Context: an optimization exercise on an open-source flow, tuned for small area. The choices shown serve that exercise and are no tape-out recipe. Only simulation tests tie the RTL to the original design; equivalence was not proved. No activity file was given, so power comes from the tool's default toggle rates.

Setup of job 5960:
Design cpu_system, start of the top module:
module cpu_system (
    input          clk,
    input          reset,           
    output [31:0]  pc,
    output         imem_read,
    output [5:0]   imem_addr,
    input  [127:0] imem_rdata,
    input          imem_busywait,
    output         dmem_read,
    output         dmem_write,
    output [5:0]   dmem_addr,
    output [31:0]  dmem_wdata,
    input  [31:0]  dmem_rdata,
    input          dmem_busywait
);
For scale: ~2500 cells after synthesis.
Settings: LEC_CHECK=0, ABC_AREA=1, CAP_MARGIN=10, CORE_MARGIN=2, CORE_UTILIZATION=60, PLACE_DENSITY=0.7, SLEW_MARGIN=10; clock period 18.0 ns.
standard.sh (not shown) runs the stock make flow with config.mk's settings and CLKGATE_MAP_FILE= SYNTH_SCRIPT=/design/flow/synth_recipe.tcl, a recipe that flattens the netlist after the stock synthesis.
==> flow/flow/run.sh <==
#!/bin/bash
# Own layout flow: the standard flow, with
#  - synthesis: abc maps the logic with an area-oriented script (flow/area.abc);
#  - port buffers: the smallest buffer (buf_1) instead of the flow's default choice;
#  - clock tree: small clock buffers and no dummy loads.
set -euo pipefail
W=$(pwd)
export AREA_ABC_SCRIPT=$W/flow/area.abc
export FLOW_SYNTH_TCL=$W/synth_recipe.tcl
bash standard.sh SYNTH_SCRIPT=$W/flow/synth.tcl synth > $W/synth.log 2>&1
bash standard.sh \
  "BUFFER_PORTS_ARGS=-buffer_cell sky130_fd_sc_hd__buf_1" \
  "CTS_ARGS=-sink_clustering_enable -repair_clock_nets -dont_use_dummy_load -sink_clustering_size 20 -sink_clustering_max_diameter 58 -buf_list {sky130_fd_sc_hd__clkbuf_8}" \
  finish > $W/layout.log 2>&1
==> flow/flow/area.abc <==
strash
&get -n
&deepsyn -T 60
&dch -f
&nf -R 1000
&put
mfs3 -a
topo
==> flow/flow/synth.tcl <==
# The standard flow's synthesis (synth_recipe.tcl), with only the combinational mapping script of abc
# replaced by flow/area.abc. Registers, their names and cell types are untouched.
proc abc {args} {
  set i [lsearch $args -script]
  if { $i >= 0 } { lset args [expr {$i + 1}] $::env(AREA_ABC_SCRIPT) }
  yosys abc {*}$args
}
source $::env(FLOW_SYNTH_TCL)
[inputs] job 3262 vs job 5960
- SLEW_MARGIN now 5, was 10
- CAP_MARGIN now 5, was 10
--- outcome ---
Taking job 5960 as the reference, in job 3262 part of the cycle the worst path needs level, fmax level, final instance area level, routed wire length level. Max first-iteration DRC count across job 5960 and job 3262: job 5960. The total design power of job 5960 and that of job 3262 are within noise of each other. Half-perimeter wire length after detailed placement across job 5960 and job 3262: no real change.
> inputs changed (job 3262 -> job 7157)
- swapping 0.7 for 0.74 in PLACE_DENSITY
- swapping 5 for 10 in SLEW_MARGIN
- swapping 60 for 64 in CORE_UTILIZATION
- swapping 5 for 10 in CAP_MARGIN
## What came out
In terms of wire length of the first global-routing pass, job 3262 and job 7157 differ only marginally.
Taking job 3262 as the reference, in job 7157 final design utilization now sits higher; sequential logic power now sits at about the same level; worst endpoint data arrival time now sits higher; die span in y now sits lower.
### job 7157 -> job 2295
- swapping 64 for 60 in CORE_UTILIZATION
- swapping 0.74 for 0.7 in PLACE_DENSITY
-- flow/flow/run.sh --
<<< job 7157, line 11
bash standard.sh \
  "BUFFER_PORTS_ARGS=-buffer_cell sky130_fd_sc_hd__buf_1" \
  "CTS_ARGS=-sink_clustering_enable -repair_clock_nets -dont_use_dummy_load -sink_clustering_size 20 -sink_clustering_max_diameter 58 -buf_list {sky130_fd_sc_hd__clkbuf_8}" \
  finish > $W/layout.log 2>&1
>>> job 2295, line 11
bash standard.sh \
  "BUFFER_PORTS_ARGS=-buffer_cell sky130_fd_sc_hd__buf_1" \
  "CTS_ARGS=-sink_clustering_enable -repair_clock_nets -dont_use_dummy_load -sink_clustering_size 18 -sink_clustering_max_diameter 55 -buf_list {sky130_fd_sc_hd__clkbuf_8}" \
  finish > $W/layout.log 2>&1
Results
Final-layout clock-cell area share (lower): job 7157
Compared with job 7157, job 2295 improves detailed router's first-iteration violation count.
Looking at job 7157 and job 2295, the total number of vias is a wash.
Sort job 7157 and job 2295 by non-clock buffer total of the final layout, descending, and job 2295 comes first.
Job 2295 against job 7157: fraction of final layout cells with drive strength greater than 1 increased 0.52 points; cell count increased 2.5%.
Job 2295: sequential share of cell area 0.46 points below job 7157
Job 2295 vs job 7157 — overall routed net length climbed slightly

-- static timing again, ports no longer ideal --
The results above use ideal ports. As a check the final layouts listed here were re-extracted and re-timed, cells and wires unchanged. Step 1, drivers: a clkbuf_16 drives clk and a buf_2 each remaining input, both assumed. Step 2, shift: input delay + t, output delay - t, t = (earliest + latest rising clock arrival at the registers) / 2. This alone moves slack from input paths to output paths. Three values: ideal, step 1, step 2; two values: the first two.
run	t, ns	setup WS [ns]	pins driven straight from the clock port
job 5960	0.754	3.863 / 3.863 / 3.863	1
job 3262	0.754	3.840 / 3.840 / 3.840	1
job 7157	0.752	3.670 / 3.670 / 3.670	1
job 2295	0.723	3.695 / 3.695 / 3.695	1
After both steps setup and hold are still met in every run listed.
